Background: an optimization exercise with open tools, aiming at small area. Do not read the settings as production practice.
Only simulation tests tie the RTL to the original design; equivalence was not proved.
Power is estimated from default activity; no workload was simulated.

===== flow/design.v =====
/*verilator lint_off WIDTH*/
/*verilator lint_off CASEX*/
/*verilator lint_off CASEINCOMPLETE*/
module KR580VM80ALite
(
    input               clock,
    input               reset_n,
    input               ce,
    output              m0,
    output      [15:0]  address,
    output reg  [ 7:0]  port,
    input       [ 7:0]  in,
    input       [ 7:0]  port_in,
    output reg  [ 7:0]  out,
    output reg          rd,
    output reg          we,
    output reg          port_we,
    output reg          iff1
);
assign address = sw ? cp : pc;
assign m0 = (t == 0);
localparam
    CF = 0, PF = 2, HF = 4, ZF = 6, SF = 7;
localparam
    ADD = 0, ADC = 1, SUB = 2, SBB = 3,
    AND = 4, XOR = 5, OR  = 6, CMP = 7;
reg [15:0]  pc;
reg [15:0]  bc, de, hl, sp;   
reg [ 7:0]  a, psw;           
reg         sw;      
reg [15:0]  cp;      
reg [ 7:0]  opcode;  
reg [ 4:0]  t;       
reg         b;       
reg         w;       
reg [16:0]  d;       
reg [ 2:0]  n;       
wire [ 7:0] opc = t ? opcode : in;
wire [15:0] r16 =
    opc[5:4] == 2'b00 ? bc :
    opc[5:4] == 2'b01 ? de :
    opc[5:4] == 2'b10 ? hl : sp;
wire [ 7:0] op53 =
    opc[5:3] == 3'b000 ? bc[15:8] : opc[5:3] == 3'b001 ? bc[ 7:0] :
    opc[5:3] == 3'b010 ? de[15:8] : opc[5:3] == 3'b011 ? de[ 7:0] :
    opc[5:3] == 3'b100 ? hl[15:8] : opc[5:3] == 3'b101 ? hl[ 7:0] :
    opc[5:3] == 3'b110 ? in       : a;
wire [ 7:0] op20 =
    opc[2:0] == 3'b000 ? bc[15:8] : opc[2:0] == 3'b001 ? bc[ 7:0] :
    opc[2:0] == 3'b010 ? de[15:8] : opc[2:0] == 3'b011 ? de[ 7:0] :
    opc[2:0] == 3'b100 ? hl[15:8] : opc[2:0] == 3'b101 ? hl[ 7:0] :
    opc[2:0] == 3'b110 ? in       : a;
wire [15:0] pcn = pc + 1;
wire [15:0] cpn = cp + 1;
wire        m53 = opc[5:3] == 3'b110;
wire        m20 = opc[2:0] == 3'b110;
wire        daa1 = psw[HF] || a[3:0] > 9;
wire        daa2 = psw[CF] || a[7:4] > 9 || (a[7:4] >= 9 && a[3:0] > 9);
wire [3:0]  cond = {psw[SF], psw[PF], psw[CF], psw[ZF]};
wire        ccc  = (cond[ opc[5:4] ] == opc[3]) || (opc == 8'hC9) || (opc == 8'hCD);
wire [8:0]  alur =
    opc[5:3] == ADD ? a + op20 :              
    opc[5:3] == ADC ? a + op20 + psw[CF] :    
    opc[5:3] == SBB ? a - op20 - psw[CF] :    
    opc[5:3] == AND ? a & op20 :              
    opc[5:3] == XOR ? a ^ op20 :              
    opc[5:3] == OR  ? a | op20 :              
                      a - op20;               
wire sf =   alur[7];
wire zf =   alur[7:0] == 0;
wire hf =   a[4] ^ op20[4] ^ alur[4];
wire af =  (a[4] | op20[4]) & (opc[5:3] == AND);
wire pf = ~^alur[7:0];
wire cf =   alur[8];
wire [7:0] aluf =
    opc[5:3] == AND || opc[5:3] == XOR || opc[5:3] == OR ?
        {sf, zf, 1'b0, af, 1'b0, pf, 1'b1, 1'b0} :  
        {sf, zf, 1'b0, hf, 1'b0, pf, 1'b1,   cf};   
always @(posedge clock)
if (reset_n == 0) begin
    t    <= 0;         
    sw   <= 0;         
    pc   <= 16'hF800;  
    iff1 <= 0;         
    rd   <= 1;
    psw  <= 8'b00000011;
    b    <= 0;
    w    <= 0;
    we   <= 0;
    port_we <= 0;
    port <= 0;
end
else if (ce) begin
    t  <= t + 1;     
    b  <= 0;         
    w  <= 0;         
    we <= 0;         
    rd <= 0;         
    port_we <= 0;    
    if (m0) begin opcode <= in; pc <= pcn; end
    casex (opc)
    8'b0000_0000: case (t)
        3: begin t <= 0; rd <= 1; end
    endcase
    8'b00xx_0001: case (t)
        0: begin rd <= 1; end
        1: begin pc <= pcn; d[ 7:0] <= in; n <= opcode[5:4]; rd <= 1; end
        2: begin pc <= pcn; d[15:8] <= in; w <= 1; end
        9: begin t <= 0; rd <= 1; end
    endcase
    8'b00xx_1001: case (t)
        0: begin d <= hl + r16; w <= 1; n <= 2; end
        1: begin psw[CF] <= d[16]; end
        9: begin t <= 0; rd <= 1; end
    endcase
    8'b000x_0010: case (t)
        0: begin we <= 1; out <= a; cp <= r16; sw <= 1; end
        6: begin sw <= 0; t <= 0; rd <= 1; end
    endcase
    8'b000x_1010: case (t)
        0: begin cp <= r16; sw <= 1; rd <= 1; end
        1: begin b  <= 1; n <= 7; d <= in; end
        6: begin sw <= 0; t <= 0; rd <= 1; end
    endcase
    8'b0010_0010: case (t)
        0: begin rd <= 1; end
        1: begin cp[ 7:0] <= in; pc <= pcn; rd <= 1; end
        2: begin cp[15:8] <= in; pc <= pcn; sw <= 1; end
        3: begin we <= 1; out <= hl[ 7:0]; end
        4: begin we <= 1; out <= hl[15:8]; cp <= cpn; end
        15: begin sw <= 0; t <= 0; rd <= 1; end
    endcase
    8'b0010_1010: case (t)
        0: begin rd <= 1; end
        1: begin cp[ 7:0] <= in; pc <= pcn; rd <= 1; end
        2: begin cp[15:8] <= in; pc <= pcn; rd <= 1; sw <= 1; end
        3: begin d [ 7:0] <= in; rd <= 1; cp <= cpn; end
        4: begin d [15:8] <= in; w <= 1; n <= 2; sw <= 0; end
        15: begin t <= 0; rd <= 1; end
    endcase
    8'b0011_x010: case (t)
        0: begin rd <= 1; end
        1: begin cp[ 7:0] <= in; pc <= pcn; rd <= 1; end
        2: begin cp[15:8] <= in; pc <= pcn; sw <= 1; we <= ~opc[3]; rd <= opc[3]; out <= a; end
        3: begin d <= in; b <= opc[3]; n <= 7; sw <= 0; end
        12: begin t <= 0; rd <= 1; end
    endcase
    8'b00xx_x011: case (t)
        0: begin w <= 1; n <= in[5:4]; d <= in[3] ? r16 - 1 : r16 + 1; end
        4: begin t <= 0; rd <= 1; end
    endcase
    8'b00xx_x10x: case (t)
        0: begin cp <= hl; sw <= 1; rd <= 1; end
        1: begin d <= opc[0] ? op53 - 1 : op53 + 1; end
        2: begin
            psw[SF] <= d[7];
            psw[ZF] <= d[7:0] == 0;
            psw[HF] <= d[3:0] == (opc[0] ? 4'hF : 4'h0);
            psw[PF] <= ~^d[7:0];
            n   <= opc[5:3];
            b   <= ~m53;         
            we  <= m53;          
            out <= d;
        end
        4: begin sw <= 0; t <= m53 ? 5 : 0; rd <= m53 ? 0 : 1; end
        9: begin t <= 0; rd <= 1; end
    endcase
    8'b00xx_x110: case (t)
        0: begin rd <= 1; end
        1: begin
            pc  <= pcn;       
            cp  <= hl;        
            n   <= opc[5:3];  
            b   <= !m53;      
            we  <= m53;       
            sw  <= m53;       
            d   <= in;        
            out <= in;        
        end
        6: begin t <= sw ? 7 : 0; sw <= 0; rd <= sw ? 0 : 1; end
        9: begin t <= 0; rd <= 1; end
    endcase
    8'b000x_x111: case (t)
        0: begin
            b <= 1;
            n <= 7;
            case (opc[4:3])
            2'b00: d <= {a[6:0],  a[7]};     
            2'b01: d <= {a[0],    a[7:1]};   
            2'b10: d <= {a[6:0],  psw[CF]};  
            2'b11: d <= {psw[CF], a[7:1]};   
            endcase
            psw[CF] <= a[opc[3] ? 0 : 7];
        end
        3: begin t <= 0; rd <= 1; end
    endcase
    8'b0010_0111: case (t)
        0: begin d[15:8] <= (daa1 ? 6 : 0) + (daa2 ? 8'h60 : 0); end
        1: begin d[ 7:0] <= a + d[15:8]; end
        2: begin
            psw[SF] <= d[7];
            psw[ZF] <= d[7:0] == 0;
            psw[HF] <= a[4] ^ d[4] ^ d[12];
            psw[PF] <= ~^d[7:0];
            psw[CF] <= daa2 | psw[0];
            b <= 1;
            n <= 7;
        end
        3: begin t <= 0; rd <= 1; end
    endcase
    8'b0010_1111: case (t)
        0: begin d <= ~a; b <= 1; n <= 7; end
        3: begin t <= 0; rd <= 1; end
    endcase
    8'b0011_x111: case (t)
        0: begin psw[CF] <= opc[3] ? ~psw[CF] : 1'b1; end
        3: begin t <= 0; rd <= 1; end
    endcase
    8'b01xx_xxxx: case (t)
        0: begin cp <= hl; sw <= 1; rd <= m20; if (m53 && m20) pc <= pc; end
        1: begin
            n   <= opc[5:3];
            b   <= !m53;
            we  <=  m53;
            d   <= op20;
            out <= op20;
        end
        4: begin sw <= 0; t <= (m53 || m20) ? 5 : 0; rd <= (m53 || m20) ? 0 : 1; end
        6: begin t <= 0; rd <= 1; end
    endcase
    8'b10xx_xxxx: case (t)
        0: begin cp <= hl; sw <= 1; rd <= m20; end
        1: begin d  <= alur; b <= (opc[5:3] != CMP); n <= 7; psw <= aluf; end
        4: begin sw <= 0; t <= m20 ? 5 : 0; rd <= m20 ? 0 : 1; end
        6: begin t  <= 0; rd <= 1; end
    endcase
    8'b11xx_x000,
    8'b1100_1001: case (t)
        0:  begin d <= sp + 2; w <= ccc; n <= 3; sw <= 1; cp <= sp; rd <= 1; end
        1:  begin d[ 7:0] <= in; cp <= cpn; rd <= 1; end
        2:  begin d[15:8] <= in; sw <= 0; end
        4:  begin t <= ccc ? 5 : 0; rd <= ccc ? 0 : 1; end
        10: begin t <= 0; pc <= d; rd <= 1; end
    endcase
    8'b11xx_0001: case (t)
        0:  begin d <= sp + 2; w <= 1; n <= 3; sw <= 1; cp <= sp; rd <= 1; end
        1:  begin d[ 7:0] <= in; cp <= cpn; rd <= 1;end
        2:  begin d[15:8] <= in; sw <= 0; n <= opc[5:4]; w <= opc[5:4] != 3; end
        3:  begin if (opc[5:4] == 3) begin d[7:0] <= d[15:8]; psw <= d[7:0]; b <= 1; n <= 7; end end
        10: begin t <= 0; rd <= 1; end
    endcase
    8'b1110_1001: case (t)
        4: begin pc <= hl; t <= 0; rd <= 1; end
    endcase
    8'b1111_1001: case (t)
        0: begin d <= hl; w <= 1; n <= 3; end
        4: begin t <= 0; end
    endcase
    8'b11xx_x010,
    8'b1100_0011: case (t)
        0: begin rd <= 1; end
        1: begin cp[ 7:0] <= in; pc <= pcn; rd <= 1;end
        2: begin cp[15:8] <= in; pc <= pcn; end
        9: begin t <= 0; rd <= 1; if (ccc || opc[0]) pc <= cp; end
    endcase
    8'b1111_x011: case (t)
        0: begin iff1 <= opc[3]; end
        3: begin t <= 0; rd <= 1; end
    endcase
    8'b1101_0011: case (t)
        0: begin rd <= 1; end
        1: begin port <= in; port_we <= 1; out <= a; pc <= pcn; end
        9: begin t <= 0; rd <= 1; end
    endcase
    8'b1101_1011: case (t)
        0: begin rd <= 1; end
        1: begin port <= in; pc <= pcn; end
        2: begin b <= 1; n <= 7; d <= port_in; end
        9: begin t <= 0; rd <= 1; end
    endcase
    8'b1110_0011: case (t)
        0: begin sw <= 1; cp <= sp; rd <= 1; end
        1: begin d[ 7:0] <= in; cp <= cpn; rd <= 1; end
        2: begin d[15:8] <= in; w <= 1; n <= 2; cp <= hl; end
        3: begin we <= 1; out <= cp[7:0]; d[7:0] <= cp[15:8]; cp <= sp; end
        4: begin we <= 1; out <= d[7:0]; cp <= cpn; end
        17: begin sw <= 0; t <= 0; rd <= 1; end
    endcase
    8'b1110_1011: case (t)
        0: begin d <= de; n <= 2; w <= 1; cp <= hl; end
        1: begin d <= cp; n <= 1; w <= 1; end
        3: begin t <= 0; rd <= 1; end
    endcase
    8'b11xx_x100,
    8'b1100_1101: case (t)
        0: begin rd <= 1; end
        1: begin d[ 7:0] <= in; pc <= pcn; rd <= 1; end
        2: begin d[15:8] <= in; pc <= pcn; end
        3: begin we <= ccc; out <= pc[ 7:0]; sw <= 1; cp <= sp - 2; end
        4: begin we <= ccc; out <= pc[15:8]; cp <= cpn; end
        5: begin if (ccc) pc <= d[15:0]; end
        6: begin w <= ccc; d <= sp - 2; n <= 3; end
        10: begin t <= ccc ? 11 : 0; rd <= ccc ? 0 : 1;end
        16: begin t <= 0; rd <= 1; end
    endcase
    8'b11xx_0101: case (t)
        0: begin d <= sp - 2; w <= 1; n <= 3; sw <= 1; cp <= sp - 2; end
        1: begin d <= opc[5:4] == 2'b11 ? {a, (psw & 8'b11010101) | 2'b10} : r16; end
        2: begin we <= 1; out <= d[ 7:0]; end
        3: begin we <= 1; out <= d[15:8]; cp <= cpn; end
        10: begin sw <= 0; t <= 0; rd <= 1; end
    endcase
    8'b11xx_x110: case (t)
        0: begin rd <= 1; end
        1: begin d <= alur; pc <= pcn; b <= (opc[5:3] != CMP); n <= 7; psw <= aluf; end
        6: begin t <= 0; end
    endcase
    8'b11xx_x111: case (t)
        1: begin we <= 1; d <= sp - 2; n <= 3; w <= 1; cp <= sp - 2; sw <= 1; out <= pc[7:0]; end
        2: begin we <= 1; out <= pc[15:8]; cp <= cpn; pc <= {opc[5:3], 3'b000}; end
        10: begin sw <= 0; t <= 0; rd <= 1; end
    endcase
    endcase
end
always @(posedge clock)
if (reset_n == 0) begin
    bc <= 16'h10FF;
    de <= 16'hBEEF;
    hl <= 16'hFF13;
    sp <= 16'h00FF;
    a  <= 8'h9A;
end
else if (ce) begin
    if (b)
    case (n)
    0: bc[15:8] <= d[7:0]; 1: bc[ 7:0] <= d[7:0];  
    2: de[15:8] <= d[7:0]; 3: de[ 7:0] <= d[7:0];  
    4: hl[15:8] <= d[7:0]; 5: hl[ 7:0] <= d[7:0];  
    7:  a       <= d[7:0];
    endcase
    if (w)
    case (n)
    2'b00: bc <= d[15:0];
    2'b01: de <= d[15:0];
    2'b10: hl <= d[15:0];
    2'b11: sp <= d[15:0];
    endcase
end
endmodule

===== flow/run.sh =====
#!/bin/bash
# synth_recipe.tcl (not shown) runs the flow's synth.tcl, then flattens the netlist and writes it again
# the make line also repeats each setting of config.mk as NAME=value (left out here)
make -C /OpenROAD-flow-scripts/flow DESIGN_CONFIG=/design/flow/config.mk WORK_HOME=/design/flow/orfs CLKGATE_MAP_FILE= SYNTH_SCRIPT=/design/flow/synth_recipe.tcl finish

===== flow/config.mk =====
export PLATFORM = sky130hd
export DESIGN_NAME = KR580VM80ALite
export DESIGN_NICKNAME = KR580VM80ALite
export VERILOG_FILES = /design/flow/design.v
export SDC_FILE = /design/flow/constraint.sdc
export NUM_CORES = 4
export LEC_CHECK = 0
export CAP_MARGIN = 20
export CORE_MARGIN = 2
export CORE_UTILIZATION = 40
export SLEW_MARGIN = 20

===== flow/constraint.sdc =====
create_clock -name core_clock -period 10.0 [get_ports {clock}]
set_input_delay 2.0000 -clock core_clock [delete_from_list [all_inputs] [get_ports {clock}]]
set_output_delay 2.0000 -clock core_clock [all_outputs]
set_load 0.01 [all_outputs]

==> results.txt <==
report_power, final:
part,leakage [nW],switching (mW),internal [mW]
clock network,0.306,0.415,0.349
logic,7.23,2.70,1.31
registers,1.39,0.212,0.816
total,8.92,3.33,2.48
metal layers:
metal | wire [um] | track usage, % | up-vias
li1 | - | - | 11800
met1 | 55500 | 65.4 | 14000
met2 | 56500 | 69.2 | 2963
met3 | 24900 | 23.1 | 970
met4 | 15700 | 40.6 | 18
met5 | 207 | 1.39 | -
flip-flops by register name (all words and copies together), names as in the netlist, 16 cells and up:
register  flops
d            17
bc           16
cp           16
de           16
hl           16
pc           16
sp           16
final cells by class:
class,instances,area [um^2]
diodes,13,32.5
clock buffers,17,425
clock inverters,15,216
fillers,5667,30100
inverters,83,312
multi-input cells,2668,16800
flip-flops and latches,165,3820
well taps,696,871
repair buffers,194,1580
path summary, 6_finish.rpt:
kind | depth (start not counted) | slack, ps | startpoint | end
min | 2 | 510 | port[2] | port[2]
min reg2reg | 2 | 510 | port[2] | port[2]
max | 16 | 1940 | in[6] | d[3]
max reg2reg | 19 | 2360 | t[0] | d[3]
cell usage in the layout (no fill, tap or decap), types with 80 or more instances in the layout:
cell type	instances
sky130_fd_sc_hd__dfxtp_1	113
sky130_fd_sc_hd__nand2_1	457
sky130_fd_sc_hd__mux2i_1	93
sky130_fd_sc_hd__buf_4	136
sky130_fd_sc_hd__a21oi_1	261
sky130_fd_sc_hd__nor2_1	311
sky130_fd_sc_hd__nand3_1	92
sky130_fd_sc_hd__ha_1	90
sky130_fd_sc_hd__a31oi_1	80
sky130_fd_sc_hd__o21ai_0	218
sky130_fd_sc_hd__xnor2_1	92
worst max-delay path: stages:
cell	delay (ps)
sky130_fd_sc_hd__clkdlybuf4s50_1	460
sky130_fd_sc_hd__buf_4	480
sky130_fd_sc_hd__nand2_1	80
sky130_fd_sc_hd__and2_1	190
sky130_fd_sc_hd__inv_1	80
sky130_fd_sc_hd__ha_1	420
sky130_fd_sc_hd__nor4bb_1	590
sky130_fd_sc_hd__nand2_1	440
sky130_fd_sc_hd__o22ai_1	750
sky130_fd_sc_hd__and2_1	880
sky130_fd_sc_hd__or3_1	230
sky130_fd_sc_hd__or2_1	160
sky130_fd_sc_hd__or4_4	430
sky130_fd_sc_hd__o21ai_0	330
sky130_fd_sc_hd__a2111oi_0	600
sky130_fd_sc_hd__a31oi_1	170
logic make-up (layout without fill, tap and decap cells):
family | Yosys count | after routing | share of synthesized area, %
and+or+nand+nor | 1190 | 1190 | 24.7
AOI/OAI and AO/OA | 1113 | 1113 | 33.6
buffers and inverters | 376 | 309 | 6.86
DFF | 165 | 165 | 17.4
xor gates and xnor gates | 142 | 142 | 5.65
muxes | 128 | 128 | 6.16
adders and majority gates | 95 | 95 | 5.57
other | 0 | 13 | 0
per-stage QoR:
stage          setup slack [ps]  std cells  instance area [um^2]  util, %  total power [mW]
6_report                   1940       3851                 24000     44.4              5.80
5_1_grt                    1800       3838                 24000     44.3              5.95
4_1_cts                    2350       3834                 24000     44.2              5.53
3_5_place_dp               1840       3802                 23300     43.1              4.76
3_3_place_gp               1750       3802                 23300     43.1              4.75
2_1_floorplan              3250       3209                 22000        -              3.39
==> flow_results.org <==
** Logic synthesis
- The mapped netlist covers 22000 um^2.
- Sequential-to-total area share from yosys stat :: 17.4%
- In this run, synthesis inferred 52 flip-flops with an integrated enable.
- Area contributors post-synth :: sky130_fd_sc_hd__dfxtp_1, sky130_fd_sc_hd__nand2_1, sky130_fd_sc_hd__edfxtp_1, sky130_fd_sc_hd__a21oi_1, sky130_fd_sc_hd__nor2_1
- Synthesis produced 3209 cells.
- Most used flip-flop cell after synthesis :: sky130_fd_sc_hd__dfxtp_1
- sky130_fd_sc_hd__dfxtp_1 takes more of the synthesized area than any other cell.
- Average footprint of a synthesized cell :: 6.86 um^2
- In the synthesized netlist the async set-or-reset flop fraction comes to 0%.
- Count leader, synth :: sky130_fd_sc_hd__nand2_1
- Area share of the largest cell type after synthesis :: 10.3%
- Commonest cells in the netlist :: sky130_fd_sc_hd__nand2_1, sky130_fd_sc_hd__nor2_1, sky130_fd_sc_hd__a21oi_1, sky130_fd_sc_hd__clkbuf_1, sky130_fd_sc_hd__o21ai_0
- Synthesis inferred 165 register bits.
- For this run, the number of Yosys warnings is 1.
- Number of unique standard cell types used by synthesis :: 98
- The number of nets in the synthesized netlist is 3323.

** Floorplan
- Core outline area :: 54100 um^2
- Count of standard-cell rows :: 85
- The die is 239 um wide.
- Die Y-Extent :: 239 um
- The floorplan step defined a die boundary enclosing 56900 um^2.
- Num ports :: 56
- Initial core utilization :: 40.6%

** Drt
- Detailed-route vias per instance :: 7.73
- The routed design has 153 mm of wire.
- In this run, the number of DRC markers left after iteration 0 of detailed routing was 5762.
- The first detailed-routing pass took 10 iterations.
- Detailed routing inserted a total of 29800 vias.
- Dividing the detail-routed wire length by the instance count gives 39.7 um.
- Once detail routing completed, the nets flagged for antenna violations numbered 0.
- Remaining DRCs :: 0

** CTS
- Buffers inserted to repair hold after CTS numbered 0.
- CTS H-tree lvls :: 4
- TritonCTS created 17 clock buffers.
- TritonCTS built the clock tree.
- Count of cells resized by post-cts repair :: 0
- Number of buffers inserted to repair setup after CTS :: 0
- Sink count of the clock tree :: 165
- Clock-pin slew was measured on the worst setup and hold paths at 90 ps.
- Number of buffers on the longest clock path :: 2
- The root buffer cell chosen for the clock tree is sky130_fd_sc_hd__clkbuf_16.
- For the worst-skew pair, the clock arrives at the later sink with an insertion delay of 520 ps.

** STA
- Of the available clock period, the critical path in the final layout requires 80.6%.
- RSZ-0062 raised after global routing :: false
- Post-Route Hold Slack :: 507 ps
- Total negative setup slack :: 0 ps
- Highest achievable clock rate :: 124 MHz
- Pin slew with the least headroom to its limit :: 1350 ps
- Setup violations remaining at the end of the flow were counted as 0.
- The total count of hold-check failures in the final report was 0.
- After layout, the minimum clock period comes to 8060 ps.
- Final Max Slew Viols :: 0
- In this run the tightest slew margin relative to its limit is 9.46%.
- Worst Clk Skew :: 20.3 ps

** Worst setup path
- Worst setup EP type :: register
- Critical path required time :: 10240 ps
- Worst-path maximum fanout :: 30
- Startpoint class of the critical path :: primary input
- STA puts the critical path data arrival time at 8310 ps.
- Kind of critical path :: in -> reg

** Placement
- Detailed placement finished with a half-perimeter wire length of 109 mm.
- In this run the tool buffered the top-level ports with 55 buffer cells.
- Placer's final routability congestion estimate :: 1.10

** Layout
- The net count of the finished layout is 3243.
- From synthesis to final layout, the design area changed by 9.26%.
- Of the cells placed in the final design, the portion with a size suffix greater than 1 is 8.40%.

** Worst hold path
- Type of the tightest min-delay check :: reg -> reg

** Power and ir drop
- PD cells :: 241 nW/um^2
- For this design the static power due to leakage is 8.92 nW.
- VDD sags by at most 0.161 mV.

** GRT
- The initial antenna violation count came to 18.
- Maximum number of pins on one net before global-route repair :: 66
- Number of global-route vias before repair :: 26700
- Wire length of the first global-routing pass :: 209 mm
- Global route total overflow :: 0
- Global routing used 52.3% of the available tracks across all layers.

** Outcome
- The flow ran to the end and the layout has no timing, DRC or antenna violations.

** Flow run
- Maximum capacitance violations :: 0

## re-timing with driven ports
How much do the figures lean on ideal ports? The routed layout below was timed once more, with nothing changed but the port constraints.
Step 1, drivers: a clkbuf_16 drives clock and a buf_2 each remaining input, both assumed.
Step 2, shift: input delay + t, output delay - t, t = (earliest + latest rising clock arrival at the registers) / 2. This alone moves slack from input paths to output paths.
Slacks: ideal / step 1 / step 2; pairs: ideal / step 1.
t (ns): 0.579
slack for setup (ns): 1.938 / 1.980 / 1.402
cell pins on the clock port's net: 1
After both steps this run still meets setup and hold. The setup slack of this run moves by +0.042 ns with the drivers and by -0.536 ns with both steps.
